What follows belongs to an exercise in optimizing a design on an open flow for small area; a production flow would make more cautious choices. Function was checked by simulation only, so behaviour that the tests miss may differ from the original.

==> flow/design.v <==
module nuc_mul (input [14:0] k, input [15:0] d, output [30:13] p);
wire pp1;
wire pp2;
wire pp3;
wire pp4;
wire pp5;
wire pp6;
wire pp7;
wire pp8;
wire pp9;
wire pp10;
wire pp11;
wire pp12;
wire pp13;
wire pp14;
wire pp15;
wire pp16;
wire pp17;
wire pp18;
wire pp19;
wire pp20;
wire pp21;
wire pp22;
wire pp23;
wire pp24;
wire pp25;
wire pp26;
wire pp27;
wire pp28;
wire pp29;
wire pp30;
wire pp31;
wire pp32;
wire pp33;
wire pp34;
wire pp35;
wire pp36;
wire pp37;
wire pp38;
wire pp39;
wire pp40;
wire pp41;
wire pp42;
wire pp43;
wire pp44;
wire pp45;
wire pp46;
wire pp47;
wire pp48;
wire pp49;
wire pp50;
wire pp51;
wire pp52;
wire pp53;
wire pp54;
wire pp55;
wire pp56;
wire pp57;
wire pp58;
wire pp59;
wire pp60;
wire pp61;
wire pp62;
wire pp63;
wire pp64;
wire pp65;
wire pp66;
wire pp67;
wire pp68;
wire pp69;
wire pp70;
wire pp71;
wire pp72;
wire pp73;
wire pp74;
wire pp75;
wire pp76;
wire pp77;
wire pp78;
wire pp79;
wire pp80;
wire pp81;
wire pp82;
wire pp83;
wire pp84;
wire pp85;
wire pp86;
wire pp87;
wire pp88;
wire pp89;
wire pp90;
wire pp91;
wire pp92;
wire pp93;
wire pp94;
wire pp95;
wire pp96;
wire pp97;
wire pp98;
wire pp99;
wire pp100;
wire pp101;
wire pp102;
wire pp103;
wire pp104;
wire pp105;
wire pp106;
wire pp107;
wire pp108;
wire pp109;
wire pp110;
wire pp111;
wire pp112;
wire pp113;
wire pp114;
wire pp115;
wire pp116;
wire pp117;
wire pp118;
wire pp119;
wire pp120;
wire pp121;
wire pp122;
wire pp123;
wire pp124;
wire pp125;
wire pp126;
wire pp127;
wire pp128;
wire pp129;
wire pp130;
wire pp131;
wire pp132;
wire pp133;
wire pp134;
wire pp135;
wire pp136;
wire pp137;
wire pp138;
wire pp139;
wire pp140;
wire pp141;
wire pp142;
wire pp143;
wire pp144;
wire pp145;
wire pp146;
wire pp147;
wire pp148;
wire pp149;
wire pp150;
wire pp151;
wire pp152;
wire pp153;
wire pp154;
wire pp155;
wire pp156;
wire pp157;
wire pp158;
wire pp159;
wire pp160;
wire pp161;
wire pp162;
wire pp163;
wire pp164;
wire pp165;
wire pp166;
wire pp167;
wire pp168;
wire pp169;
wire pp170;
wire pp171;
wire pp172;
wire pp173;
wire pp174;
wire pp175;
wire pp176;
wire pp177;
wire pp178;
wire pp179;
wire pp180;
wire pp181;
wire pp182;
wire pp183;
wire pp184;
wire pp185;
wire pp186;
wire pp187;
wire pp188;
wire pp189;
wire pp190;
wire pp191;
wire pp192;
wire pp193;
wire pp194;
wire pp195;
wire pp196;
wire pp197;
wire pp198;
wire pp199;
wire pp200;
wire pp201;
wire pp202;
wire pp203;
wire pp204;
wire pp205;
wire pp206;
wire pp207;
wire pp208;
wire pp209;
wire pp210;
wire pp211;
wire pp212;
wire pp213;
wire pp214;
wire pp215;
wire pp216;
wire pp217;
wire pp218;
wire pp219;
wire pp220;
wire pp221;
wire pp222;
wire pp223;
wire pp224;
wire pp225;
wire pp226;
wire pp227;
wire pp228;
wire pp229;
wire pp230;
wire pp231;
wire pp232;
wire pp233;
wire pp234;
wire pp235;
wire pp236;
wire pp237;
wire pp238;
wire pp239;
wire pp240;
wire s241;
wire c242;
wire s243;
wire c244;
wire s245;
wire c246;
wire s247;
wire c248;
wire s249;
wire c250;
wire s251;
wire c252;
wire s253;
wire c254;
wire s255;
wire c256;
wire s257;
wire c258;
wire s259;
wire c260;
wire s261;
wire c262;
wire s263;
wire c264;
wire s265;
wire c266;
wire s267;
wire c268;
wire s269;
wire c270;
wire s271;
wire c272;
wire s273;
wire c274;
wire s275;
wire c276;
wire s277;
wire c278;
wire s279;
wire c280;
wire s281;
wire c282;
wire s283;
wire c284;
wire s285;
wire c286;
wire s287;
wire c288;
wire s289;
wire c290;
wire s291;
wire c292;
wire s293;
wire c294;
wire s295;
wire c296;
wire s297;
wire c298;
wire s299;
wire c300;
wire s301;
wire c302;
wire s303;
wire c304;
wire s305;
wire c306;
wire s307;
wire c308;
wire s309;
wire c310;
wire s311;
wire c312;
wire s313;
wire c314;
wire s315;
wire c316;
wire s317;
wire c318;
wire s319;
wire c320;
wire s321;
wire c322;
wire s323;
wire c324;
wire s325;
wire c326;
wire s327;
wire c328;
wire s329;
wire c330;
wire s331;
wire c332;
wire s333;
wire c334;
wire s335;
wire c336;
wire s337;
wire c338;
wire s339;
wire c340;
wire s341;
wire c342;
wire s343;
wire c344;
wire s345;
wire c346;
wire s347;
wire c348;
wire s349;
wire c350;
wire s351;
wire c352;
wire s353;
wire c354;
wire s355;
wire c356;
wire s357;
wire c358;
wire s359;
wire c360;
wire s361;
wire c362;
wire s363;
wire c364;
wire s365;
wire c366;
wire s367;
wire c368;
wire s369;
wire c370;
wire s371;
wire c372;
wire s373;
wire c374;
wire s375;
wire c376;
wire s377;
wire c378;
wire s379;
wire c380;
wire s381;
wire c382;
wire s383;
wire c384;
wire s385;
wire c386;
wire s387;
wire c388;
wire s389;
wire c390;
wire s391;
wire c392;
wire s393;
wire c394;
wire s395;
wire c396;
wire s397;
wire c398;
wire s399;
wire c400;
wire s401;
wire c402;
wire s403;
wire c404;
wire s405;
wire c406;
wire s407;
wire c408;
wire s409;
wire c410;
wire s411;
wire c412;
wire s413;
wire c414;
wire s415;
wire c416;
wire s417;
wire c418;
wire s419;
wire c420;
wire s421;
wire c422;
wire s423;
wire c424;
wire s425;
wire c426;
wire s427;
wire c428;
wire s429;
wire c430;
wire s431;
wire c432;
wire s433;
wire c434;
wire s435;
wire c436;
wire s437;
wire c438;
wire s439;
wire c440;
wire s441;
wire c442;
wire s443;
wire c444;
wire s445;
wire c446;
wire s447;
wire c448;
wire s449;
wire c450;
wire s451;
wire c452;
wire s453;
wire c454;
wire s455;
wire c456;
wire s457;
wire c458;
wire s459;
wire c460;
wire s461;
wire c462;
wire s463;
wire c464;
wire s465;
wire c466;
wire s467;
wire c468;
wire s469;
wire c470;
wire s471;
wire c472;
wire s473;
wire c474;
wire s475;
wire c476;
wire s477;
wire c478;
wire s479;
wire c480;
wire s481;
wire c482;
wire s483;
wire c484;
wire s485;
wire c486;
wire s487;
wire c488;
wire s489;
wire c490;
wire s491;
wire c492;
wire s493;
wire c494;
wire s495;
wire c496;
wire s497;
wire c498;
wire s499;
wire c500;
wire s501;
wire c502;
wire s503;
wire c504;
wire s505;
wire c506;
wire s507;
wire c508;
wire s509;
wire c510;
wire s511;
wire c512;
wire s513;
wire c514;
wire s515;
wire c516;
wire s517;
wire c518;
wire s519;
wire c520;
wire s521;
wire c522;
wire s523;
wire c524;
wire s525;
wire c526;
wire s527;
wire c528;
wire s529;
wire c530;
wire s531;
wire c532;
wire s533;
wire c534;
wire s535;
wire c536;
wire s537;
wire c538;
wire s539;
wire c540;
wire s541;
wire c542;
wire s543;
wire c544;
wire s545;
wire c546;
wire s547;
wire c548;
wire s549;
wire c550;
wire s551;
wire c552;
wire s553;
wire c554;
wire s555;
wire c556;
wire s557;
wire c558;
wire s559;
wire c560;
wire s561;
wire c562;
wire s563;
wire c564;
wire s565;
wire c566;
wire s567;
wire c568;
wire s569;
wire c570;
wire s571;
wire c572;
wire s573;
wire c574;
wire s575;
wire c576;
wire s577;
wire c578;
wire s579;
wire c580;
wire s581;
wire c582;
wire s583;
wire c584;
wire s585;
wire c586;
wire s587;
wire c588;
wire s589;
wire c590;
wire s591;
wire c592;
wire s593;
wire c594;
wire s595;
wire c596;
wire s597;
wire c598;
wire s599;
wire c600;
wire s601;
wire c602;
wire s603;
wire c604;
wire s605;
wire c606;
wire s607;
wire c608;
wire s609;
wire c610;
wire s611;
wire c612;
wire s613;
wire c614;
wire s615;
wire c616;
wire s617;
wire c618;
wire s619;
wire c620;
wire s621;
wire c622;
wire s623;
wire c624;
wire s625;
wire c626;
wire s627;
wire c628;
wire s629;
wire c630;
wire s631;
wire c632;
assign pp1 = ~(k[0] & d[0]);
assign pp2 = ~(k[0] & d[1]);
assign pp3 = ~(k[0] & d[2]);
assign pp4 = ~(k[0] & d[3]);
assign pp5 = ~(k[0] & d[4]);
assign pp6 = ~(k[0] & d[5]);
assign pp7 = ~(k[0] & d[6]);
assign pp8 = ~(k[0] & d[7]);
assign pp9 = ~(k[0] & d[8]);
assign pp10 = ~(k[0] & d[9]);
assign pp11 = ~(k[0] & d[10]);
assign pp12 = ~(k[0] & d[11]);
assign pp13 = ~(k[0] & d[12]);
assign pp14 = ~(k[0] & d[13]);
assign pp15 = ~(k[0] & d[14]);
assign pp16 = k[0] & d[15];
assign pp17 = ~(k[1] & d[0]);
assign pp18 = ~(k[1] & d[1]);
assign pp19 = ~(k[1] & d[2]);
assign pp20 = ~(k[1] & d[3]);
assign pp21 = ~(k[1] & d[4]);
assign pp22 = ~(k[1] & d[5]);
assign pp23 = ~(k[1] & d[6]);
assign pp24 = ~(k[1] & d[7]);
assign pp25 = ~(k[1] & d[8]);
assign pp26 = ~(k[1] & d[9]);
assign pp27 = ~(k[1] & d[10]);
assign pp28 = ~(k[1] & d[11]);
assign pp29 = ~(k[1] & d[12]);
assign pp30 = ~(k[1] & d[13]);
assign pp31 = ~(k[1] & d[14]);
assign pp32 = k[1] & d[15];
assign pp33 = ~(k[2] & d[0]);
assign pp34 = ~(k[2] & d[1]);
assign pp35 = ~(k[2] & d[2]);
assign pp36 = ~(k[2] & d[3]);
assign pp37 = ~(k[2] & d[4]);
assign pp38 = ~(k[2] & d[5]);
assign pp39 = ~(k[2] & d[6]);
assign pp40 = ~(k[2] & d[7]);
assign pp41 = ~(k[2] & d[8]);
assign pp42 = ~(k[2] & d[9]);
assign pp43 = ~(k[2] & d[10]);
assign pp44 = ~(k[2] & d[11]);
assign pp45 = ~(k[2] & d[12]);
assign pp46 = ~(k[2] & d[13]);
assign pp47 = ~(k[2] & d[14]);
assign pp48 = k[2] & d[15];
assign pp49 = ~(k[3] & d[0]);
assign pp50 = ~(k[3] & d[1]);
assign pp51 = ~(k[3] & d[2]);
assign pp52 = ~(k[3] & d[3]);
assign pp53 = ~(k[3] & d[4]);
assign pp54 = ~(k[3] & d[5]);
assign pp55 = ~(k[3] & d[6]);
assign pp56 = ~(k[3] & d[7]);
assign pp57 = ~(k[3] & d[8]);
assign pp58 = ~(k[3] & d[9]);
assign pp59 = ~(k[3] & d[10]);
assign pp60 = ~(k[3] & d[11]);
assign pp61 = ~(k[3] & d[12]);
assign pp62 = ~(k[3] & d[13]);
assign pp63 = ~(k[3] & d[14]);
assign pp64 = k[3] & d[15];
assign pp65 = ~(k[4] & d[0]);
assign pp66 = ~(k[4] & d[1]);
assign pp67 = ~(k[4] & d[2]);
assign pp68 = ~(k[4] & d[3]);
assign pp69 = ~(k[4] & d[4]);
assign pp70 = ~(k[4] & d[5]);
assign pp71 = ~(k[4] & d[6]);
assign pp72 = ~(k[4] & d[7]);
assign pp73 = ~(k[4] & d[8]);
assign pp74 = ~(k[4] & d[9]);
assign pp75 = ~(k[4] & d[10]);
assign pp76 = ~(k[4] & d[11]);
assign pp77 = ~(k[4] & d[12]);
assign pp78 = ~(k[4] & d[13]);
assign pp79 = ~(k[4] & d[14]);
assign pp80 = k[4] & d[15];
assign pp81 = ~(k[5] & d[0]);
assign pp82 = ~(k[5] & d[1]);
assign pp83 = ~(k[5] & d[2]);
assign pp84 = ~(k[5] & d[3]);
assign pp85 = ~(k[5] & d[4]);
assign pp86 = ~(k[5] & d[5]);
assign pp87 = ~(k[5] & d[6]);
assign pp88 = ~(k[5] & d[7]);
assign pp89 = ~(k[5] & d[8]);
assign pp90 = ~(k[5] & d[9]);
assign pp91 = ~(k[5] & d[10]);
assign pp92 = ~(k[5] & d[11]);
assign pp93 = ~(k[5] & d[12]);
assign pp94 = ~(k[5] & d[13]);
assign pp95 = ~(k[5] & d[14]);
assign pp96 = k[5] & d[15];
assign pp97 = ~(k[6] & d[0]);
assign pp98 = ~(k[6] & d[1]);
assign pp99 = ~(k[6] & d[2]);
assign pp100 = ~(k[6] & d[3]);
assign pp101 = ~(k[6] & d[4]);
assign pp102 = ~(k[6] & d[5]);
assign pp103 = ~(k[6] & d[6]);
assign pp104 = ~(k[6] & d[7]);
assign pp105 = ~(k[6] & d[8]);
assign pp106 = ~(k[6] & d[9]);
assign pp107 = ~(k[6] & d[10]);
assign pp108 = ~(k[6] & d[11]);
assign pp109 = ~(k[6] & d[12]);
assign pp110 = ~(k[6] & d[13]);
assign pp111 = ~(k[6] & d[14]);
assign pp112 = k[6] & d[15];
assign pp113 = ~(k[7] & d[0]);
assign pp114 = ~(k[7] & d[1]);
assign pp115 = ~(k[7] & d[2]);
assign pp116 = ~(k[7] & d[3]);
assign pp117 = ~(k[7] & d[4]);
assign pp118 = ~(k[7] & d[5]);
assign pp119 = ~(k[7] & d[6]);
assign pp120 = ~(k[7] & d[7]);
assign pp121 = ~(k[7] & d[8]);
assign pp122 = ~(k[7] & d[9]);
assign pp123 = ~(k[7] & d[10]);
assign pp124 = ~(k[7] & d[11]);
assign pp125 = ~(k[7] & d[12]);
assign pp126 = ~(k[7] & d[13]);
assign pp127 = ~(k[7] & d[14]);
assign pp128 = k[7] & d[15];
assign pp129 = ~(k[8] & d[0]);
assign pp130 = ~(k[8] & d[1]);
assign pp131 = ~(k[8] & d[2]);
assign pp132 = ~(k[8] & d[3]);
assign pp133 = ~(k[8] & d[4]);
assign pp134 = ~(k[8] & d[5]);
assign pp135 = ~(k[8] & d[6]);
assign pp136 = ~(k[8] & d[7]);
assign pp137 = ~(k[8] & d[8]);
assign pp138 = ~(k[8] & d[9]);
assign pp139 = ~(k[8] & d[10]);
assign pp140 = ~(k[8] & d[11]);
assign pp141 = ~(k[8] & d[12]);
assign pp142 = ~(k[8] & d[13]);
assign pp143 = ~(k[8] & d[14]);
assign pp144 = k[8] & d[15];
assign pp145 = ~(k[9] & d[0]);
assign pp146 = ~(k[9] & d[1]);
assign pp147 = ~(k[9] & d[2]);
assign pp148 = ~(k[9] & d[3]);
assign pp149 = ~(k[9] & d[4]);
assign pp150 = ~(k[9] & d[5]);
assign pp151 = ~(k[9] & d[6]);
assign pp152 = ~(k[9] & d[7]);
assign pp153 = ~(k[9] & d[8]);
assign pp154 = ~(k[9] & d[9]);
assign pp155 = ~(k[9] & d[10]);
assign pp156 = ~(k[9] & d[11]);
assign pp157 = ~(k[9] & d[12]);
assign pp158 = ~(k[9] & d[13]);
assign pp159 = ~(k[9] & d[14]);
assign pp160 = k[9] & d[15];
assign pp161 = ~(k[10] & d[0]);
assign pp162 = ~(k[10] & d[1]);
assign pp163 = ~(k[10] & d[2]);
assign pp164 = ~(k[10] & d[3]);
assign pp165 = ~(k[10] & d[4]);
assign pp166 = ~(k[10] & d[5]);
assign pp167 = ~(k[10] & d[6]);
assign pp168 = ~(k[10] & d[7]);
assign pp169 = ~(k[10] & d[8]);
assign pp170 = ~(k[10] & d[9]);
assign pp171 = ~(k[10] & d[10]);
assign pp172 = ~(k[10] & d[11]);
assign pp173 = ~(k[10] & d[12]);
assign pp174 = ~(k[10] & d[13]);
assign pp175 = ~(k[10] & d[14]);
assign pp176 = k[10] & d[15];
assign pp177 = ~(k[11] & d[0]);
assign pp178 = ~(k[11] & d[1]);
assign pp179 = ~(k[11] & d[2]);
assign pp180 = ~(k[11] & d[3]);
assign pp181 = ~(k[11] & d[4]);
assign pp182 = ~(k[11] & d[5]);
assign pp183 = ~(k[11] & d[6]);
assign pp184 = ~(k[11] & d[7]);
assign pp185 = ~(k[11] & d[8]);
assign pp186 = ~(k[11] & d[9]);
assign pp187 = ~(k[11] & d[10]);
assign pp188 = ~(k[11] & d[11]);
assign pp189 = ~(k[11] & d[12]);
assign pp190 = ~(k[11] & d[13]);
assign pp191 = ~(k[11] & d[14]);
assign pp192 = k[11] & d[15];
assign pp193 = ~(k[12] & d[0]);
assign pp194 = ~(k[12] & d[1]);
assign pp195 = ~(k[12] & d[2]);
assign pp196 = ~(k[12] & d[3]);
assign pp197 = ~(k[12] & d[4]);
assign pp198 = ~(k[12] & d[5]);
assign pp199 = ~(k[12] & d[6]);
assign pp200 = ~(k[12] & d[7]);
assign pp201 = ~(k[12] & d[8]);
assign pp202 = ~(k[12] & d[9]);
assign pp203 = ~(k[12] & d[10]);
assign pp204 = ~(k[12] & d[11]);
assign pp205 = ~(k[12] & d[12]);
assign pp206 = ~(k[12] & d[13]);
assign pp207 = ~(k[12] & d[14]);
assign pp208 = k[12] & d[15];
assign pp209 = ~(k[13] & d[0]);
assign pp210 = ~(k[13] & d[1]);
assign pp211 = ~(k[13] & d[2]);
assign pp212 = ~(k[13] & d[3]);
assign pp213 = ~(k[13] & d[4]);
assign pp214 = ~(k[13] & d[5]);
assign pp215 = ~(k[13] & d[6]);
assign pp216 = ~(k[13] & d[7]);
assign pp217 = ~(k[13] & d[8]);
assign pp218 = ~(k[13] & d[9]);
assign pp219 = ~(k[13] & d[10]);
assign pp220 = ~(k[13] & d[11]);
assign pp221 = ~(k[13] & d[12]);
assign pp222 = ~(k[13] & d[13]);
assign pp223 = ~(k[13] & d[14]);
assign pp224 = k[13] & d[15];
assign pp225 = ~(k[14] & d[0]);
assign pp226 = ~(k[14] & d[1]);
assign pp227 = ~(k[14] & d[2]);
assign pp228 = ~(k[14] & d[3]);
assign pp229 = ~(k[14] & d[4]);
assign pp230 = ~(k[14] & d[5]);
assign pp231 = ~(k[14] & d[6]);
assign pp232 = ~(k[14] & d[7]);
assign pp233 = ~(k[14] & d[8]);
assign pp234 = ~(k[14] & d[9]);
assign pp235 = ~(k[14] & d[10]);
assign pp236 = ~(k[14] & d[11]);
assign pp237 = ~(k[14] & d[12]);
assign pp238 = ~(k[14] & d[13]);
assign pp239 = ~(k[14] & d[14]);
assign pp240 = k[14] & d[15];
nuc_fa u242 (pp14, pp29, 1'b1, s241, c242);
nuc_fa u244 (pp15, pp30, pp45, s243, c244);
nuc_fa u246 (pp60, pp75, 1'b1, s245, c246);
nuc_fa u248 (pp16, pp31, pp46, s247, c248);
nuc_fa u250 (pp61, pp76, pp91, s249, c250);
nuc_fa u252 (pp106, pp121, 1'b1, s251, c252);
nuc_fa u254 (pp32, pp47, pp62, s253, c254);
nuc_fa u256 (pp77, pp92, pp107, s255, c256);
nuc_fa u258 (pp48, pp63, pp78, s257, c258);
nuc_fa u260 (pp10, pp25, 1'b1, s259, c260);
nuc_fa u262 (pp11, pp26, pp41, s261, c262);
nuc_fa u264 (pp56, pp71, 1'b1, s263, c264);
nuc_fa u266 (pp12, pp27, pp42, s265, c266);
nuc_fa u268 (pp57, pp72, pp87, s267, c268);
nuc_fa u270 (pp102, pp117, 1'b1, s269, c270);
nuc_fa u272 (pp13, pp28, pp43, s271, c272);
nuc_fa u274 (pp58, pp73, pp88, s273, c274);
nuc_fa u276 (pp103, pp118, pp133, s275, c276);
nuc_fa u278 (pp148, pp163, 1'b1, s277, c278);
nuc_fa u280 (s241, pp44, pp59, s279, c280);
nuc_fa u282 (pp74, pp89, pp104, s281, c282);
nuc_fa u284 (pp119, pp134, pp149, s283, c284);
nuc_fa u286 (pp164, pp179, pp194, s285, c286);
nuc_fa u288 (s243, s245, pp90, s287, c288);
nuc_fa u290 (pp105, pp120, pp135, s289, c290);
nuc_fa u292 (pp150, pp165, pp180, s291, c292);
nuc_fa u294 (pp195, pp210, pp225, s293, c294);
nuc_fa u296 (s247, s249, s251, s295, c296);
nuc_fa u298 (pp136, pp151, pp166, s297, c298);
nuc_fa u300 (pp181, pp196, pp211, s299, c300);
nuc_fa u302 (pp226, 1'b0, c244, s301, c302);
nuc_fa u304 (s253, s255, pp122, s303, c304);
nuc_fa u306 (pp137, pp152, pp167, s305, c306);
nuc_fa u308 (pp182, pp197, pp212, s307, c308);
nuc_fa u310 (pp227, c248, c250, s309, c310);
nuc_fa u312 (s257, pp93, pp108, s311, c312);
nuc_fa u314 (pp123, pp138, pp153, s313, c314);
nuc_fa u316 (pp168, pp183, pp198, s315, c316);
nuc_fa u318 (pp213, pp228, c254, s317, c318);
nuc_fa u320 (pp64, pp79, pp94, s319, c320);
nuc_fa u322 (pp109, pp124, pp139, s321, c322);
nuc_fa u324 (pp154, pp169, pp184, s323, c324);
nuc_fa u326 (pp199, pp214, pp229, s325, c326);
nuc_fa u328 (pp80, pp95, pp110, s327, c328);
nuc_fa u330 (pp125, pp140, pp155, s329, c330);
nuc_fa u332 (pp170, pp185, pp200, s331, c332);
nuc_fa u334 (pp96, pp111, pp126, s333, c334);
nuc_fa u336 (pp141, pp156, pp171, s335, c336);
nuc_fa u338 (pp112, pp127, pp142, s337, c338);
nuc_fa u340 (pp7, pp22, 1'b1, s339, c340);
nuc_fa u342 (pp8, pp23, pp38, s341, c342);
nuc_fa u344 (pp53, pp68, 1'b1, s343, c344);
nuc_fa u346 (pp9, pp24, pp39, s345, c346);
nuc_fa u348 (pp54, pp69, pp84, s347, c348);
nuc_fa u350 (pp99, pp114, 1'b1, s349, c350);
nuc_fa u352 (s259, pp40, pp55, s351, c352);
nuc_fa u354 (pp70, pp85, pp100, s353, c354);
nuc_fa u356 (pp115, pp130, pp145, s355, c356);
nuc_fa u358 (s261, s263, pp86, s357, c358);
nuc_fa u360 (pp101, pp116, pp131, s359, c360);
nuc_fa u362 (pp146, pp161, c260, s361, c362);
nuc_fa u364 (s265, s267, s269, s363, c364);
nuc_fa u366 (pp132, pp147, pp162, s365, c366);
nuc_fa u368 (pp177, c262, c264, s367, c368);
nuc_fa u370 (s271, s273, s275, s369, c370);
nuc_fa u372 (s277, pp178, pp193, s371, c372);
nuc_fa u374 (c266, c268, c270, s373, c374);
nuc_fa u376 (s279, s281, s283, s375, c376);
nuc_fa u378 (s285, pp209, c272, s377, c378);
nuc_fa u380 (c274, c276, c278, s379, c380);
nuc_fa u382 (s287, s289, s291, s381, c382);
nuc_fa u384 (s293, c242, c280, s383, c384);
nuc_fa u386 (c282, c284, c286, s385, c386);
nuc_fa u388 (s295, s297, s299, s387, c388);
nuc_fa u390 (s301, c246, c288, s389, c390);
nuc_fa u392 (c290, c292, c294, s391, c392);
nuc_fa u394 (s303, s305, s307, s393, c394);
nuc_fa u396 (s309, c252, c296, s395, c396);
nuc_fa u398 (c298, c300, c302, s397, c398);
nuc_fa u400 (s311, s313, s315, s399, c400);
nuc_fa u402 (s317, c256, c304, s401, c402);
nuc_fa u404 (c306, c308, c310, s403, c404);
nuc_fa u406 (s319, s321, s323, s405, c406);
nuc_fa u408 (s325, c258, c312, s407, c408);
nuc_fa u410 (c314, c316, c318, s409, c410);
nuc_fa u412 (s327, s329, s331, s411, c412);
nuc_fa u414 (pp215, pp230, c320, s413, c414);
nuc_fa u416 (c322, c324, c326, s415, c416);
nuc_fa u418 (s333, s335, pp186, s417, c418);
nuc_fa u420 (pp201, pp216, pp231, s419, c420);
nuc_fa u422 (c328, c330, c332, s421, c422);
nuc_fa u424 (s337, pp157, pp172, s423, c424);
nuc_fa u426 (pp187, pp202, pp217, s425, c426);
nuc_fa u428 (pp232, c334, c336, s427, c428);
nuc_fa u430 (pp128, pp143, pp158, s429, c430);
nuc_fa u432 (pp173, pp188, pp203, s431, c432);
nuc_fa u434 (pp218, pp233, c338, s433, c434);
nuc_fa u436 (pp144, pp159, pp174, s435, c436);
nuc_fa u438 (pp189, pp204, pp219, s437, c438);
nuc_fa u440 (pp160, pp175, pp190, s439, c440);
nuc_fa u442 (pp5, pp20, 1'b1, s441, c442);
nuc_fa u444 (pp6, pp21, pp36, s443, c444);
nuc_fa u446 (pp51, pp66, 1'b1, s445, c446);
nuc_fa u448 (s339, pp37, pp52, s447, c448);
nuc_fa u450 (pp67, pp82, pp97, s449, c450);
nuc_fa u452 (s341, s343, pp83, s451, c452);
nuc_fa u454 (pp98, pp113, c340, s453, c454);
nuc_fa u456 (s345, s347, s349, s455, c456);
nuc_fa u458 (pp129, c342, c344, s457, c458);
nuc_fa u460 (s351, s353, s355, s459, c460);
nuc_fa u462 (c346, c348, c350, s461, c462);
nuc_fa u464 (s357, s359, s361, s463, c464);
nuc_fa u466 (c352, c354, c356, s465, c466);
nuc_fa u468 (s363, s365, s367, s467, c468);
nuc_fa u470 (c358, c360, c362, s469, c470);
nuc_fa u472 (s369, s371, s373, s471, c472);
nuc_fa u474 (c364, c366, c368, s473, c474);
nuc_fa u476 (s375, s377, s379, s475, c476);
nuc_fa u478 (c370, c372, c374, s477, c478);
nuc_fa u480 (s381, s383, s385, s479, c480);
nuc_fa u482 (c376, c378, c380, s481, c482);
nuc_fa u484 (s387, s389, s391, s483, c484);
nuc_fa u486 (c382, c384, c386, s485, c486);
nuc_fa u488 (s393, s395, s397, s487, c488);
nuc_fa u490 (c388, c390, c392, s489, c490);
nuc_fa u492 (s399, s401, s403, s491, c492);
nuc_fa u494 (c394, c396, c398, s493, c494);
nuc_fa u496 (s405, s407, s409, s495, c496);
nuc_fa u498 (c400, c402, c404, s497, c498);
nuc_fa u500 (s411, s413, s415, s499, c500);
nuc_fa u502 (c406, c408, c410, s501, c502);
nuc_fa u504 (s417, s419, s421, s503, c504);
nuc_fa u506 (c412, c414, c416, s505, c506);
nuc_fa u508 (s423, s425, s427, s507, c508);
nuc_fa u510 (c418, c420, c422, s509, c510);
nuc_fa u512 (s429, s431, s433, s511, c512);
nuc_fa u514 (c424, c426, c428, s513, c514);
nuc_fa u516 (s435, s437, pp234, s515, c516);
nuc_fa u518 (c430, c432, c434, s517, c518);
nuc_fa u520 (s439, pp205, pp220, s519, c520);
nuc_fa u522 (pp235, c436, c438, s521, c522);
nuc_fa u524 (pp176, pp191, pp206, s523, c524);
nuc_fa u526 (pp221, pp236, c440, s525, c526);
nuc_fa u528 (pp192, pp207, pp222, s527, c528);
nuc_fa u530 (pp4, pp19, 1'b1, s529, c530);
nuc_fa u532 (s441, pp35, pp50, s531, c532);
nuc_fa u534 (s443, s445, pp81, s533, c534);
nuc_fa u536 (s447, s449, c444, s535, c536);
nuc_fa u538 (s451, s453, c448, s537, c538);
nuc_fa u540 (s455, s457, c452, s539, c540);
nuc_fa u542 (s459, s461, c456, s541, c542);
nuc_fa u544 (s463, s465, c460, s543, c544);
nuc_fa u546 (s467, s469, c464, s545, c546);
nuc_fa u548 (s471, s473, c468, s547, c548);
nuc_fa u550 (s475, s477, c472, s549, c550);
nuc_fa u552 (s479, s481, c476, s551, c552);
nuc_fa u554 (s483, s485, c480, s553, c554);
nuc_fa u556 (s487, s489, c484, s555, c556);
nuc_fa u558 (s491, s493, c488, s557, c558);
nuc_fa u560 (s495, s497, c492, s559, c560);
nuc_fa u562 (s499, s501, c496, s561, c562);
nuc_fa u564 (s503, s505, c500, s563, c564);
nuc_fa u566 (s507, s509, c504, s565, c566);
nuc_fa u568 (s511, s513, c508, s567, c568);
nuc_fa u570 (s515, s517, c512, s569, c570);
nuc_fa u572 (s519, s521, c516, s571, c572);
nuc_fa u574 (s523, s525, c520, s573, c574);
nuc_fa u576 (s527, pp237, c524, s575, c576);
nuc_fa u578 (pp208, pp223, pp238, s577, c578);
nuc_fa u580 (pp3, pp18, 1'b1, s579, c580);
nuc_fa u582 (s529, pp34, pp49, s581, c582);
nuc_fa u584 (s531, pp65, c530, s583, c584);
nuc_fa u586 (s533, c442, c532, s585, c586);
nuc_fa u588 (s535, c446, c534, s587, c588);
nuc_fa u590 (s537, c450, c536, s589, c590);
nuc_fa u592 (s539, c454, c538, s591, c592);
nuc_fa u594 (s541, c458, c540, s593, c594);
nuc_fa u596 (s543, c462, c542, s595, c596);
nuc_fa u598 (s545, c466, c544, s597, c598);
nuc_fa u600 (s547, c470, c546, s599, c600);
nuc_fa u602 (s549, c474, c548, s601, c602);
nuc_fa u604 (s551, c478, c550, s603, c604);
nuc_fa u606 (s553, c482, c552, s605, c606);
nuc_fa u608 (s555, c486, c554, s607, c608);
nuc_fa u610 (s557, c490, c556, s609, c610);
nuc_fa u612 (s559, c494, c558, s611, c612);
nuc_fa u614 (s561, c498, c560, s613, c614);
nuc_fa u616 (s563, c502, c562, s615, c616);
nuc_fa u618 (s565, c506, c564, s617, c618);
nuc_fa u620 (s567, c510, c566, s619, c620);
nuc_fa u622 (s569, c514, c568, s621, c622);
nuc_fa u624 (s571, c518, c570, s623, c624);
nuc_fa u626 (s573, c522, c572, s625, c626);
nuc_fa u628 (s575, c526, c574, s627, c628);
nuc_fa u630 (s577, c528, c576, s629, c630);
nuc_fa u632 (pp224, pp239, c578, s631, c632);
wire [30:0] ra = {1'b0, pp240, s631, s629, s627, s625, s623, s621, s619, s617, s615, s613, s611, s609, s607, s605, s603, s601, s599, s597, s595, s593, s591, s589, s587, s585, s583, s581, s579, pp2, pp1};
wire [30:0] rb = {1'b1, c632, c630, c628, c626, c624, c622, c620, c618, c616, c614, c612, c610, c608, c606, c604, c602, c600, c598, c596, c594, c592, c590, c588, c586, c584, c582, c580, pp33, pp17, 1'b1};
wire [13:0] lc;
assign lc[0] = 1'b1;
nuc_maj m0 (ra[0], rb[0], lc[0], lc[1]);
nuc_maj m1 (ra[1], rb[1], lc[1], lc[2]);
nuc_maj m2 (ra[2], rb[2], lc[2], lc[3]);
nuc_maj m3 (ra[3], rb[3], lc[3], lc[4]);
nuc_maj m4 (ra[4], rb[4], lc[4], lc[5]);
nuc_maj m5 (ra[5], rb[5], lc[5], lc[6]);
nuc_maj m6 (ra[6], rb[6], lc[6], lc[7]);
nuc_maj m7 (ra[7], rb[7], lc[7], lc[8]);
nuc_maj m8 (ra[8], rb[8], lc[8], lc[9]);
nuc_maj m9 (ra[9], rb[9], lc[9], lc[10]);
nuc_maj m10 (ra[10], rb[10], lc[10], lc[11]);
nuc_maj m11 (ra[11], rb[11], lc[11], lc[12]);
nuc_maj m12 (ra[12], rb[12], lc[12], lc[13]);
wire [17:0] hg = ra[30:13] & rb[30:13];
wire [17:0] hp = ra[30:13] ^ rb[30:13];
wire bg1 = hg[1] | (hp[1] & hg[0]);
wire bp1 = hp[1] & hp[0];
wire bg2 = hg[3] | (hp[3] & hg[2]);
wire bp2 = hp[3] & hp[2];
wire bg3 = hg[5] | (hp[5] & hg[4]);
wire bp3 = hp[5] & hp[4];
wire bg4 = hg[7] | (hp[7] & hg[6]);
wire bp4 = hp[7] & hp[6];
wire bg5 = hg[9] | (hp[9] & hg[8]);
wire bp5 = hp[9] & hp[8];
wire bg6 = hg[11] | (hp[11] & hg[10]);
wire bp6 = hp[11] & hp[10];
wire bg7 = hg[13] | (hp[13] & hg[12]);
wire bp7 = hp[13] & hp[12];
wire bg8 = hg[15] | (hp[15] & hg[14]);
wire bp8 = hp[15] & hp[14];
wire bg9 = bg2 | (bp2 & bg1);
wire bp9 = bp2 & bp1;
wire bg10 = bg4 | (bp4 & bg3);
wire bp10 = bp4 & bp3;
wire bg11 = bg6 | (bp6 & bg5);
wire bp11 = bp6 & bp5;
wire bg12 = bg8 | (bp8 & bg7);
wire bp12 = bp8 & bp7;
wire bg13 = bg10 | (bp10 & bg9);
wire bp13 = bp10 & bp9;
wire bg14 = bg12 | (bp12 & bg11);
wire bp14 = bp12 & bp11;
wire bg15 = bg14 | (bp14 & bg13);
wire bp15 = bp14 & bp13;
wire bg16 = bg11 | (bp11 & bg13);
wire bp16 = bp11 & bp13;
wire bg17 = bg3 | (bp3 & bg9);
wire bp17 = bp3 & bp9;
wire bg18 = bg5 | (bp5 & bg13);
wire bp18 = bp5 & bp13;
wire bg19 = bg7 | (bp7 & bg16);
wire bp19 = bp7 & bp16;
wire bg20 = hg[2] | (hp[2] & bg1);
wire bp20 = hp[2] & bp1;
wire bg21 = hg[4] | (hp[4] & bg9);
wire bp21 = hp[4] & bp9;
wire bg22 = hg[6] | (hp[6] & bg17);
wire bp22 = hp[6] & bp17;
wire bg23 = hg[8] | (hp[8] & bg13);
wire bp23 = hp[8] & bp13;
wire bg24 = hg[10] | (hp[10] & bg18);
wire bp24 = hp[10] & bp18;
wire bg25 = hg[12] | (hp[12] & bg16);
wire bp25 = hp[12] & bp16;
wire bg26 = hg[14] | (hp[14] & bg19);
wire bp26 = hp[14] & bp19;
wire bg27 = hg[16] | (hp[16] & bg15);
wire bp27 = hp[16] & bp15;
wire [17:0] hc;
assign hc[0] = lc[13];
assign hc[1] = hg[0] | (hp[0] & lc[13]);
assign hc[2] = bg1 | (bp1 & lc[13]);
assign hc[3] = bg20 | (bp20 & lc[13]);
assign hc[4] = bg9 | (bp9 & lc[13]);
assign hc[5] = bg21 | (bp21 & lc[13]);
assign hc[6] = bg17 | (bp17 & lc[13]);
assign hc[7] = bg22 | (bp22 & lc[13]);
assign hc[8] = bg13 | (bp13 & lc[13]);
assign hc[9] = bg23 | (bp23 & lc[13]);
assign hc[10] = bg18 | (bp18 & lc[13]);
assign hc[11] = bg24 | (bp24 & lc[13]);
assign hc[12] = bg16 | (bp16 & lc[13]);
assign hc[13] = bg25 | (bp25 & lc[13]);
assign hc[14] = bg19 | (bp19 & lc[13]);
assign hc[15] = bg26 | (bp26 & lc[13]);
assign hc[16] = bg15 | (bp15 & lc[13]);
assign hc[17] = bg27 | (bp27 & lc[13]);
assign p = ~(hp ^ hc);
endmodule
module nuc_maj (input a, input b, input c, output y);
assign y = (a & b) | (a & c) | (b & c);
endmodule
module nuc_fa (input a, input b, input c, output s, output co);
assign s = a ^ b ^ c;
assign co = (a & b) | (a & c) | (b & c);
endmodule
`timescale 1ns / 1ps
module nonuniform_top_v0 #(
    parameter IMAGE_WIDE_LENGTH = 256    ,
    parameter IMAGE_HIGH_LENGTH = 192    ,
    parameter ADDRS_DW          = 21     ,
    parameter DW                = 16
) (
    input                               i_rst_n                 ,
    input                               i_clk                   ,
    input   [DW-1:0]                    i_data                  ,
    input                               i_hs                    ,
    input                               i_vs                    ,
    input   [3:0]                       i_clac_b_mean_num       ,
    input                               i_clac_b_en             ,
    input   [ADDRS_DW-1:0]              i_b_addrs               ,
    output                              o_clac_b_done           ,
    input   [3:0]                       i_data_sel              ,
    input   [ADDRS_DW-1:0]              i_k_addrs               ,
    input                               i_init_k_load           ,
    output                              o_bp_type               ,
    output  [DW-1:0]                    o_data                  ,
    output  [DW-1:0]                    o_calc_b_mean_data      ,
    output  [DW-1:0]                    o_center_y16_data       ,
    output  [DW-1:0]                    o_sub_aver_y16          ,
    output                              o_hs                    ,
    output                              o_vs                    ,
    output                              o_mem_wr_start          ,
    output   [ADDRS_DW-1:0]             o_mem_wr_addrs          ,
    output   [ADDRS_DW-1:0]             o_mem_wr_lengths        ,
    output   [DW-1:0]                   o_mem_wr_data           ,
    output                              o_mem_wr_data_vld       ,
    output                              o_mem_rd0_start         ,
    output   [ADDRS_DW-1:0]             o_mem_rd0_addrs         ,
    output   [ADDRS_DW-1:0]             o_mem_rd0_lengths       ,
    input    [DW-1:0]                   i_mem_rd0_data          ,
    output                              o_mem_rd0_data_req      ,
    output                              o_mem_rd1_start         ,
    output   [ADDRS_DW-1:0]             o_mem_rd1_addrs         ,
    output   [ADDRS_DW-1:0]             o_mem_rd1_lengths       ,
    input    [DW-1:0]                   i_mem_rd1_data          ,
    output                              o_mem_rd1_data_req
);
localparam IMAGE_LENGTH = IMAGE_WIDE_LENGTH * IMAGE_HIGH_LENGTH;
genvar gi;
reg     [12:0]  vsd;
reg     [10:0]  hsd;
always @(posedge i_clk) begin
    vsd <= {vsd[11:0], i_vs};
    hsd <= {hsd[9:0], i_hs};
end
assign o_vs = vsd[10];
assign o_hs = hsd[10];
wire    pix_vld   = i_hs & i_vs;
wire    frame_end = vsd[12] & ~vsd[11];
assign o_mem_rd0_data_req = pix_vld;
assign o_mem_rd1_data_req = pix_vld;
assign o_mem_rd0_addrs    = i_b_addrs;
assign o_mem_wr_addrs     = i_b_addrs;
assign o_mem_rd1_addrs    = i_k_addrs;
assign o_mem_rd0_lengths  = IMAGE_LENGTH;
assign o_mem_rd1_lengths  = IMAGE_LENGTH;
assign o_mem_wr_lengths   = IMAGE_LENGTH;
reg             rd_start;
reg     [1:0]   sel;             
reg             init_k_load;
always @(posedge i_clk) begin
    rd_start <= frame_end;
    if (frame_end) begin
        case (i_data_sel)
        4'b0010: sel <= 2'd1;
        4'b0100: sel <= 2'd2;
        4'b1000: sel <= 2'd3;
        default: sel <= 2'd0;
        endcase
        init_k_load <= i_init_k_load;
    end
end
assign o_mem_rd1_start = rd_start;
reg             calc_en;         
reg     [DW-1:0] data_dly;
always @(posedge i_clk) begin
    data_dly <= i_data;
end
wire    [DW-1:0]    b_word  = calc_en ? 16'd1 : i_mem_rd0_data;
wire    [14:0]      k_word  = init_k_load ? 15'd8192 : i_mem_rd1_data[14:0];
wire    [DW-1:0]    x_sub_b = data_dly - b_word;
wire    [30:13]     prod;        
nuc_mul mul_inst (.k(k_word), .d(x_sub_b), .p(prod));
reg     [DW-1:0]    raw_word;
always @(*) begin
    case (sel)
    2'd1:    raw_word = data_dly;
    2'd2:    raw_word = b_word;
    default: raw_word = {1'b0, k_word};
    endcase
end
function [15:0] sat16;
    input [17:0] p;
    reg          pos, neg;
    begin
        pos   = !p[17] && (p[16] | p[15]);
        neg   =  p[17] && !(p[16] & p[15]);
        sat16 = {neg | (p[15] & !pos), {15{pos}} | (p[14:0] & {15{!neg}})};
    end
endfunction
wire    [DW-1:0]    y16 = sat16(prod);
reg     [DW-1:0]    pipe [0:9];
reg     [9:0]       bp_pipe;
integer i;
always @(posedge i_clk) begin
    pipe[0] <= (sel == 2'd0) ? y16 : raw_word;
    for (i = 1; i < 10; i = i + 1)
        pipe[i] <= pipe[i-1];
    bp_pipe <= {bp_pipe[8:0], i_mem_rd1_data[DW-1]};
end
assign o_data    = pipe[9];
assign o_bp_type = bp_pipe[9];
localparam CENTER_NUM = (IMAGE_HIGH_LENGTH / 2 - 1) * IMAGE_WIDE_LENGTH + IMAGE_WIDE_LENGTH / 2 - 1;
reg     [14:0]  pcnt;
wire    [14:0]  pcnt_inc;
wire    [15:0]  pcnt_c;
assign pcnt_c[0] = 1'b1;
generate
    for (gi = 0; gi < 15; gi = gi + 1) begin : g_pcnt
        nuc_ha u_ha (.a(pcnt[gi]), .b(pcnt_c[gi]), .s(pcnt_inc[gi]), .co(pcnt_c[gi+1]));
    end
endgenerate
always @(posedge i_clk) begin
    if (!i_vs)
        pcnt <= 15'd0;
    else if (i_hs && !(pcnt[14] & pcnt[13]))
        pcnt <= pcnt_inc;
end
wire    center_in = pix_vld && (pcnt == CENTER_NUM);
reg     [3:0]       ccnt;        
reg     [DW-1:0]    center_y16;
reg     [DW-1:0]    center_out;
always @(posedge i_clk) begin
    if (center_in)
        ccnt <= 4'd10;
    else if (ccnt != 4'd0)
        ccnt <= ccnt - 1'b1;
    if (ccnt == 4'd10)
        center_y16 <= y16;
    if (ccnt == 4'd1)
        center_out <= center_y16;
end
assign o_center_y16_data = center_out;
reg     [1:0]   calc_en_dly;
reg             calc_sync;
reg             calc_done;
wire            vs_fall = vsd[1] & ~vsd[0];
wire            vs_rise = ~vsd[1] & vsd[0];
always @(posedge i_clk or negedge i_rst_n) begin
    if (!i_rst_n) begin
        calc_en_dly <= 2'b00;
        calc_sync   <= 1'b0;
        calc_en     <= 1'b0;
    end
    else begin
        calc_en_dly <= {calc_en_dly[0], i_clac_b_en};
        if (vs_fall && calc_sync)
            calc_sync <= 1'b0;
        else if ((calc_en_dly == 2'b01) && !calc_sync)
            calc_sync <= 1'b1;
        if (calc_en && calc_done)
            calc_en <= 1'b0;
        else if (vs_fall && calc_sync)
            calc_en <= 1'b1;
    end
end
reg     [7:0]   start_cnt;
reg     [5:0]   fcnt;
reg             wr_start;
reg             mean_en;
reg             calc_en_d;       
reg     [1:0]   round_d;         
always @(posedge i_clk) begin
    if (!calc_en)
        start_cnt <= 8'h0f;
    else if (i_vs)
        start_cnt <= 8'h00;
    else if (start_cnt != 8'hFF)
        start_cnt <= start_cnt + 8'h01;
    wr_start <= (start_cnt == 8'hF0);
    if (!calc_en)
        fcnt <= 6'd0;
    else if (start_cnt == 8'h0A)
        fcnt <= fcnt + 6'd1;
    case (i_clac_b_mean_num)
    4'b0001: calc_done <= (start_cnt == 8'h0A) && (fcnt > 6'd2 );
    4'b0010: calc_done <= (start_cnt == 8'h0A) && (fcnt > 6'd6 );
    4'b1000: calc_done <= (start_cnt == 8'h0A) && (fcnt > 6'd30);
    default: calc_done <= (start_cnt == 8'h0A) && (fcnt > 6'd14);
    endcase
    if (fcnt == 6'd0)
        mean_en <= 1'b0;
    else if (wr_start) begin
        case (i_clac_b_mean_num)
        4'b0001: if (fcnt == 6'd3 ) mean_en <= 1'b1;
        4'b0010: if (fcnt == 6'd7 ) mean_en <= 1'b1;
        4'b1000: if (fcnt == 6'd3 ) mean_en <= 1'b1;
        default: if (fcnt == 6'd15) mean_en <= 1'b1;
        endcase
    end
    calc_en_d <= calc_en;
    case (i_clac_b_mean_num)
    4'b0001: round_d <= 2'd0;
    4'b0010: round_d <= 2'd1;
    4'b1000: round_d <= 2'd3;
    default: round_d <= 2'd2;
    endcase
end
assign o_clac_b_done   = calc_done;
assign o_mem_wr_start  = wr_start;
assign o_mem_rd0_start = calc_en ? wr_start : rd_start;
reg     [1:0]   sh_c;            
always @(*) begin
    case (i_clac_b_mean_num)
    4'b0001: sh_c = 2'd0;
    4'b0010: sh_c = 2'd1;
    4'b1000: sh_c = 2'd3;
    default: sh_c = 2'd2;
    endcase
end
reg     [13:0]  x_sh;
always @(*) begin
    case (sh_c)
    2'd0:    x_sh = data_dly[15:2];
    2'd1:    x_sh = {1'b0, data_dly[15:3]};
    2'd2:    x_sh = {2'b0, data_dly[15:4]};
    default: x_sh = {3'b0, data_dly[15:5]};
    endcase
end
reg             drop_c;
integer         bi;
always @(*) begin
    drop_c = 1'b1;
    for (bi = 1; bi <= 4; bi = bi + 1)
        if ((bi >= round_d + 1) && (bi <= sh_c + 1) && !data_dly[bi])
            drop_c = 1'b0;
end
wire    [2:0]   t_add;
assign t_add[0] = calc_en_d & ((round_d <= sh_c) ? drop_c : ({1'b0, round_d} == {1'b0, sh_c} + 3'd1));
assign t_add[1] = calc_en_d & ({1'b0, round_d} == {1'b0, sh_c} + 3'd2);
assign t_add[2] = calc_en_d & ({1'b0, round_d} == {1'b0, sh_c} + 3'd3);
wire    [13:0]  a_in = x_sh & {14{calc_en_d}};
wire    [13:0]  a_sum;
wire    [14:0]  a_c;
assign a_c[0] = t_add[0];
generate
    for (gi = 0; gi < 14; gi = gi + 1) begin : g_inc
        if (gi == 1 || gi == 2) begin : g_t
            nuc_ha u_ha (.a(a_in[gi]), .b(a_c[gi] | t_add[gi]), .s(a_sum[gi]), .co(a_c[gi+1]));
        end
        else begin : g_n
            nuc_ha u_ha (.a(a_in[gi]), .b(a_c[gi]), .s(a_sum[gi]), .co(a_c[gi+1]));
        end
    end
endgenerate
wire    [DW-1:0] rd_word = (fcnt == 6'd0) ? 16'd0 : calc_en ? i_mem_rd0_data : 16'd1;
wire    [DW-1:0] add_a   = {1'b0, a_c[14], a_sum};
wire    [DW-1:0] wr_nx;
wire    [DW:0]   wr_c;
assign wr_c[0] = 1'b0;
generate
    for (gi = 0; gi < DW; gi = gi + 1) begin : g_wr
        nuc_fa u_fa (.a(add_a[gi]), .b(rd_word[gi]), .c(wr_c[gi]), .s(wr_nx[gi]), .co(wr_c[gi+1]));
    end
endgenerate
reg     [DW-1:0]    wr_data;
always @(posedge i_clk) begin
    wr_data <= wr_nx;
end
assign o_mem_wr_data     = wr_data;
assign o_mem_wr_data_vld = hsd[1] & vsd[1];
reg     [31:0]  data_sum;
wire    [31:0]  data_sum_nx;
wire    [32:0]  sum_c;
wire            sum_en = mean_en & o_mem_wr_data_vld;
assign sum_c[0] = 1'b0;
wire    [15:0]  hi_ones;         
assign hi_ones[0] = 1'b1;
generate
    for (gi = 0; gi < 32; gi = gi + 1) begin : g_sum
        if (gi < DW) begin : g_fa
            nuc_fa u_fa (.a(data_sum[gi]), .b(wr_data[gi] & sum_en), .c(sum_c[gi]), .s(data_sum_nx[gi]), .co(sum_c[gi+1]));
        end
        else begin : g_inc
            if (gi > DW) begin : g_ones
                assign hi_ones[gi-DW] = hi_ones[gi-DW-1] & data_sum[gi-1];
            end
            assign data_sum_nx[gi] = data_sum[gi] ^ (sum_c[DW] & hi_ones[gi-DW]);
        end
    end
endgenerate
always @(posedge i_clk) begin
    if (vs_rise && calc_en)
        data_sum <= 32'd0;
    else
        data_sum <= data_sum_nx;     
end
localparam D_IDLE = 2'd0, D_S1 = 2'd1, D_S2 = 2'd2, D_S3 = 2'd3;
reg     [1:0]   dstate;
reg     [4:0]   dcnt;
reg     [1:0]   drem;
reg     [16:0]  dsh;
reg             dvld;
reg     [DW-1:0] mean;
wire    [2:0]   dtrial = {drem, dsh[16]};
wire            dq     = (dtrial >= 3'd3);
wire            dstart = (dstate == D_IDLE) && calc_done;
always @(posedge i_clk) begin
    if (!i_rst_n)
        dstate <= D_IDLE;
    else begin
        case (dstate)
        D_IDLE: if (calc_done) dstate <= D_S1;
        D_S1:   dstate <= D_S2;
        D_S2:   dstate <= (dcnt == 5'd0) ? D_S3 : D_S1;
        default: dstate <= D_IDLE;
        endcase
    end
end
always @(posedge i_clk) begin
    if (dstart)
        dcnt <= 5'd31;
    else if (dstate == D_S2)
        dcnt <= dcnt - 1'b1;
    if (dstart) begin
        drem <= {1'b0, data_sum[31]};
        dsh  <= data_sum[30:14];
    end
    else if ((dstate == D_S2) && (dcnt[4] | (dcnt[3:0] == 4'hF))) begin
        drem <= dq ? (dtrial - 3'd3) : dtrial[1:0];
        dsh  <= {dsh[15:0], dq};
    end
    dvld <= (dstate == D_S3);
    if (dvld)
        mean <= dsh[15:0];
end
assign o_calc_b_mean_data = mean;
wire    [DW:0]  sub_c;
assign sub_c[0] = 1'b1;
generate
    for (gi = 0; gi < DW; gi = gi + 1) begin : g_sub
        nuc_fa u_fa (.a(center_out[gi]), .b(~mean[gi]), .c(sub_c[gi]), .s(o_sub_aver_y16[gi]), .co(sub_c[gi+1]));
    end
endgenerate
endmodule
module nuc_ha (input a, input b, output s, output co);
assign s  = a ^ b;
assign co = a & b;
endmodule
==> flow/flow/run.sh <==
#!/bin/bash
# Standard ORFS layout (the standard.sh), with the port buffers made from
# the smallest buffer cell and the clock tree built as below.
set -euo pipefail
export BUFFER_PORTS_ARGS="-buffer_cell sky130_fd_sc_hd__buf_1"
export SKIP_REPAIR_TIE_FANOUT=1
export CTS_ARGS="-sink_clustering_enable -repair_clock_nets -dont_use_dummy_load -buf_list {sky130_fd_sc_hd__clkbuf_4} -sink_clustering_size 10 -sink_clustering_max_diameter 40"
bash standard.sh > standard.log 2>&1
==> flow/standard.sh <==
#!/bin/bash
# synth_recipe.tcl (not shown) runs the flow's synth.tcl, then flattens the netlist and writes it again
# the make line also repeats each setting of config.mk as NAME=value (left out here)
make -C /OpenROAD-flow-scripts/flow DESIGN_CONFIG=/design/flow/config.mk WORK_HOME=/design/flow/orfs CLKGATE_MAP_FILE= SYNTH_SCRIPT=/design/flow/synth_recipe.tcl "${@:-finish}"
==> flow/config.mk <==
export PLATFORM = sky130hd
export DESIGN_NAME = nonuniform_top_v0
export DESIGN_NICKNAME = nonuniform_top_v0
export VERILOG_FILES = /design/flow/design.v
export SDC_FILE = /design/flow/constraint.sdc
export NUM_CORES = 4
export LEC_CHECK = 0
export ABC_AREA = 1
export CAP_MARGIN = 20
export CORE_MARGIN = 2
export CORE_UTILIZATION = 65
export PLACE_DENSITY = 0.8
export SLEW_MARGIN = 20
export SYNTH_HIERARCHICAL = 1
export SYNTH_MINIMUM_KEEP_SIZE = 0
==> flow/constraint.sdc <==
create_clock -name core_clock -period 10.0 [get_ports {i_clk}]
set_input_delay 2.0000 -clock core_clock [delete_from_list [all_inputs] [get_ports {i_clk}]]
set_output_delay 2.0000 -clock core_clock [all_outputs]
set_load 0.01 [all_outputs]
==> metrics.cfg, run 1 <==
[layout]
final_util = 0.683
areaGrowthSynthToFinish_pct = 2.93
fillers = 2408
fin_area_um2 = 21700
most-common-layout-cells = nand2_1 (481), dfxtp_1 (307), fa_1 (244), inv_1 (233), buf_1 (150)
drive_gt1_frac = 0.0731
layout.cells.non_filler = 2564
final_common_cell = nand2_1
nets = 2594

[place]
portBuffers = 151
dp_hpwl_um = 35400
dp_cells = 2516
place_area_um2 = 21300
place.gp.congestion = 0.906

[critical_path]
crit_top_cell = fa_1
rr_worst_depth = 30
critical_path.max_fanout = 2
crit_arrival_ps = 10330
crit_slowest_cell = fa_1
critical_path_required_ps = 10520
critPathKind = input pin to flip-flop
start_kind = input pin
end_kind = flip-flop
cpPeakStageDelay_ps = 450

[outcome]
outcome = complete, no violations

[timing]
slew_viol_final = 0
final-setup-viol-count = 0
worst_pin_slew_ps = 939
setup_tns_ps = 0
max_freq_ghz = 0.102
fin_crit_sh = 0.981
rsz0062_at_grt = yes
slew_headroom = 0.371
timing.hold.ws_ps = 284
hold_violations = 0
min_period_ps = 9810
skew_ps = 80.5

[die]
die_y_um = 184
dieWidth_um = 184
core.rowCount = 65
io_pins = 320
coreArea_um2 = 31700
die-area_um2 = 33800
start_util = 0.663

[global_route]
grt_pass1_wl_um = 74200
grt_start_max_net_pins = 61
globalRouteMet3Util = 0.0666
use_met2 = 0.463
antenna_found_initial = 2
grt_remaining_overflow = 0
grtUsageMet1 = 0.362
grt_pass1_vias = 14600
top_usage_layer = met2
track_usage = 0.281

[worst_hold_path]
min_path_cells = 0
hold_class = flip-flop to flip-flop

[synthesis]
seq_area_frac_synth = 0.395
syn-num-nets = 2549
synth-edff-count = 69
synth_compound_area_frac = 0.0642
synth-simple-area-share = 0.142
synth_cells = 2118
synth_xor_area_frac = 0.0137
synthMuxAreaShare = 0
synthFlopType = dfxtp_1
synthAdderAreaFrac = 0.282
synthDistinctLibCells = 51
async_reset_ff_frac = 0.0105
ys_ff_latch = 380
synth_top_family_by_area = adder cells
syn_area_um2 = 21000
ys_warn_count = 8
syn_avg_cell_area_um2 = 9.93

[route]
final_antenna_net_count = 0
drc_errors = 0
wl_per_cell_um = 18.1
finalWirelength_um = 46400
via_count = 14400
drt_iter0_drc = 1157
firstDrtPassIters = 6
via_per_inst = 5.62

[clock_network]
cts_tree = built
holdBufCountCts = 0
htreeDepth = 2
clkSinkCount = 380
clockBufferDepth = 3
cts_buffers = 47
cts.repair.resized = 0
clk_pin_slew_worst_paths_ps = 100
clkLatencyLatePin_ps = 670
cts_setup_buffers = 0
cts-root-buf = clkbuf_4

[job]
cap_violations = 0

per-module statistics from Yosys, one instance, submodules excluded:
module / cells inside / copies in the design / flip-flops and latches / area, µm²
nonuniform_top_v0: 1367 / 1 / 380 / 13600
nuc_mul: 426 / 1 / 0 / 1940
nuc_maj: 4 / 13 / 0 / 21.3
nuc_fa: 1 / 244 / 0 / 20.0
nuc_ha: 1 / 29 / 0 / 12.5
through the flow:
stage / setup WS (ps)
4_1_cts: 122
3_3_place_gp: -204
3_5_place_dp: -465
5_1_grt: -68.1
6_report: 192
2_1_floorplan: 62.5
path summary, 6_finish.rpt:
| path | slack (ps) | startpoint | endpoint |
|---|---|---|---|
| hold / removal | 280 | pipe[0][5] | pipe[1][5] |
| min in group asynchronous | 1160 | i_rst_n | calc_en_dly[0] |
| setup reg to reg | 1570 | vsd[1] | data_sum[30] |
| setup / recovery | 190 | i_clac_b_mean_num[1] | wr_data[15] |
| max in group asynchronous | 8600 | i_rst_n | calc_en |
| hold reg to reg | 280 | pipe[0][5] | pipe[1][5] |
cell usage after synthesis (all sizes together) (5+ instances only):
library cell	instances	share of area
ha	81	0.048
nand3	44	0.014
nor2	123	0.024
fa	246	0.23
xor2	19	0.0079
o211ai	5	0.0018
clkbuf	75	0.013
o221ai	13	0.0054
nand4	11	0.0054
o22ai	5	0.0015
a21oi	56	0.014
buf	132	0.047
xnor2	14	0.0058
a211oi	13	0.0046
dfxtp	307	0.29
edfxtp	69	0.098
nand2	496	0.091
a31oi	5	0.0015
a221oi	11	0.0046
inv	234	0.042
nor3	21	0.0050
o21ai	104	0.025
sequential cells by signal (all words and copies together), names as in the netlist, 16 cells and up:
register    count
data_sum       32
mean           16
center_out     16
center_y16     16
dsh            17
wr_data        16
data_dly       16
pipe          160
critical path, delay by kind of cell:
| kind | cells | cell delay, ps |
|---|---|---|
| compound gates | 3 | 400 |
| fa+ha+maj | 18 | 7140 |
| buf+inv | 2 | 200 |
| simple gates | 6 | 590 |
cells by family (layout without fill, tap and decap cells):
logic type,Yosys count,in the layout
DFF,380,380
adders and majority gates,327,327
other,4,5
xor gates and xnor gates,33,33
and+or+nand+nor,705,705
AOI/OAI and AO/OA,228,228
buffers and inverters,441,484
cell type report:
cell class / count / area [µm²] / area share
multi-input cells: 1297 / 10600 / 0.491
flip-flops and latches: 380 / 8320 / 0.384
repair buffers: 203 / 971 / 0.0448
inverters: 234 / 878 / 0.0406
well taps: 402 / 503 / 0.0232
clock buffers: 47 / 353 / 0.0163
diodes: 1 / 2.50 / 0.000116
layer usage:
layer | vias to the layer above | part of all wire
met5 | - | 0.00028
met2 | 720 | 0.48
met1 | 6953 | 0.40
met4 | 2 | 0.034
li1 | 6579 | -
met3 | 149 | 0.095
==> inputs of run 2 (changes only) <==
--- a/flow/config.mk
+++ b/flow/config.mk
@@ -9,7 +9,7 @@
 export CAP_MARGIN = 20
 export CORE_MARGIN = 2
 export CORE_UTILIZATION = 65
-export PLACE_DENSITY = 0.8
+export PLACE_DENSITY = 0.88
 export SLEW_MARGIN = 20
 export SYNTH_HIERARCHICAL = 1
 export SYNTH_MINIMUM_KEEP_SIZE = 0
==> metrics.cfg, run 2 <==
[outcome]
outcome = complete, no violations

[critical_path]
critPathKind = input pin to flip-flop
critical_path.max_fanout = 3
cpPeakStageDelay_ps = 440
crit_buf_inv = 3
crit_top_cell = fa_1
reg2reg_slack_ps = 1290
rr_worst_depth = 40
r2r-start = calc_en
crit_arrival_ps = 10300
end_kind = flip-flop
worstReg2RegEnd = pipe[0][13]
start_kind = input pin
critical_path_required_ps = 10550
crit_slowest_cell = fa_1
crit_family = adder cells

[clock_network]
clkSinkCount = 380
cts-root-buf = clkbuf_4
clkLatencyLatePin_ps = 690
clk_pin_slew_worst_paths_ps = 110
cts_buffers = 47
clockBufferDepth = 3
htreeDepth = 2
holdBufCountCts = 0
cts_tree = built

[synthesis]
synthDistinctLibCells = 51
syn_avg_cell_area_um2 = 9.93
synthTopCellsByCount = nand2_1 (482), dfxtp_1 (307), fa_1 (246), inv_1 (233), buf_4 (128)
synth_top_cell_by_area = dfxtp_1
yosys.cell_count.top_type = nand2_1
yosys-top-cells-area = dfxtp_1 (29%), fa_1 (23%), edfxtp_1 (9.8%)
ys_ff_latch = 380
syn_area_um2 = 21000
ys_warn_count = 8
async_reset_ff_frac = 0.0105
synth_top_area_frac = 0.292
synth_cells = 2118
seq_area_frac_synth = 0.395
synthFlopType = dfxtp_1
syn-num-nets = 2549
synth-edff-count = 69

[route]
via_count = 14600
drc_errors = 0
finalWirelength_um = 47800
final_antenna_net_count = 0
drt_iter0_drc = 1285
via_per_inst = 5.69
wl_per_cell_um = 18.6
firstDrtPassIters = 5

[layout]
largest_reg_flops = 160
drive_gt1_frac = 0.0726
top_register = pipe
areaGrowthSynthToFinish_pct = 2.93
most-common-layout-cells = nand2_1 (482), dfxtp_1 (307), fa_1 (244), inv_1 (233), buf_1 (151)
final_util = 0.683
reg_top3 = pipe: 160 flops, data_sum: 32 flops, dsh: 17 flops
nets = 2595
final_common_cell = nand2_1

[place]
place.gp.congestion = 0.919
dp_hpwl_um = 36700
place_ws_ps = -393
portBuffers = 151

[global_route]
antenna_found_initial = 2
grt_start_max_net_pins = 61
grt_remaining_overflow = 0
track_usage = 0.290
grt_pass1_wl_um = 76600
grt_pass1_vias = 15100

[timing]
fin_ws_ps = 249
final-setup-viol-count = 0
slew_headroom = 0.320
hold_violations = 0
skew_ps = 88.1
rsz0062_at_grt = yes
fin_crit_sh = 0.975
slew_viol_final = 0
max_freq_ghz = 0.103
worst_pin_slew_ps = 1010
min_period_ps = 9750

[die]
die_y_um = 184
die-area_um2 = 33800
dieWidth_um = 184
core.rowCount = 65
start_util = 0.663
io_pins = 320
coreArea_um2 = 31700

[job]
cap_violations = 0

[worst_hold_path]
min_path_cells = 0
min_to = pipe[1][13]
hold_class = flip-flop to flip-flop
hp-start = pipe[0][13]

==> run 2: cell counts after synthesis <==
No cell type changed its count.
==> run 2: metrics by stage <==
step / hold slack, ps / instance area (µm²) / setup TNS (ps) / std cells
6_report: 275 / 21700 / 0 / 2565
5_1_grt: 266 / 21700 / -44.5 / 2565
4_1_cts: 275 / 21600 / 0 / 2563
3_5_place_dp: 312 / 21300 / -416 / 2516
3_3_place_gp: 310 / 21300 / -188 / 2516
2_1_floorplan: 310 / 21000 / 0 / 2118
==> run 2: timing repair <==
action                                  CTS  global route
gates resized for setup                   0             4
buffers inserted                          0             1
endpoints found under the setup margin    0             2
==> run 2: worst max path at each step <==
stage	start	end	slack, ps	cells past startpoint
2_1_floorplan	i_clac_b_mean_num[1]	wr_data[15]	60	28
3_3_place_gp	i_clac_b_mean_num[0]	wr_data[15]	-190	29
3_5_place_dp	i_clac_b_mean_num[0]	wr_data[15]	-390	29
4_1_cts	mean[0]	o_sub_aver_y16[15]	160	18
5_1_grt	i_clac_b_mean_num[0]	wr_data[15]	-40	29
6_report	i_clac_b_mean_num[0]	wr_data[15]	250	29
==> run 2: per-layer routing <==
metal	wire length, µm	vias up	share of wire	global-route usage
met4	2270	0	0.048	0.143
met5	0	-	0	0
met2	22800	812	0.48	0.477
met3	4240	193	0.089	0.0491
met1	18400	6992	0.39	0.375
li1	-	6594	-	-
==> run 2: logic make-up (layout without fill, tap and decap cells) <==
logic type               after synthesis  count (layout)  share of synthesized area
AO/OA/AOI/OAI                        228             228                     0.0642
XOR/XNOR                              33              33                     0.0137
adder cells (fa/ha/maj)              327             327                      0.282
buffers and inverters                441             485                      0.102
flip-flops                           380             380                      0.395
other                                  4               5                   0.000713
AND/OR/NAND/NOR                      705             705                      0.142
==> run 2: per-module statistics from Yosys, one instance, submodules excluded <==
module | cells inside | copies in the design
nonuniform_top_v0 | 1367 | 1
nuc_fa | 1 | 244
nuc_ha | 1 | 29
nuc_maj | 4 | 13
nuc_mul | 426 | 1
==> run 2: final cells by class <==
cell class                 instances  area (µm²)
sequential                       380        8320
inverter                         234         878
tap                              402         503
timing repair buffer             204         965
clock buffer                      47         353
multi-input combinational       1297       10600
antenna                            1        2.50
fill                            2338       10100

## afterwards: timing with drivers on the ports
The results above use ideal ports. As a check the final layouts listed here were re-extracted and re-timed, cells and wires unchanged. Step 1 assumes that a clkbuf_16 drives the clock port and a buf_2 every other input. Step 2 times the ports against the registers' clock, not the clock port: input delays grow and output delays shrink by t, the midpoint of the rising clock arrivals with the driver on. Slacks: ideal / step 1 / step 2; pairs: ideal / step 1.
run	shift t [ns]	slack for setup (ns)	worst hold slack (ns)	clock arrival spread, ns
run 1	0.668	0.192 / 0.174 / -0.459	0.284 / 0.284 / 0.284	0.089 / 0.090
run 2	0.689	0.249 / 0.229 / -0.423	0.275 / 0.275 / 0.275	0.094 / 0.094
With both steps, setup timing fails in run 1 and run 2, where it was met with ideal ports. The setup slack of run 2, which loses most, moves by -0.020 ns with the drivers and by -0.672 ns with both steps.
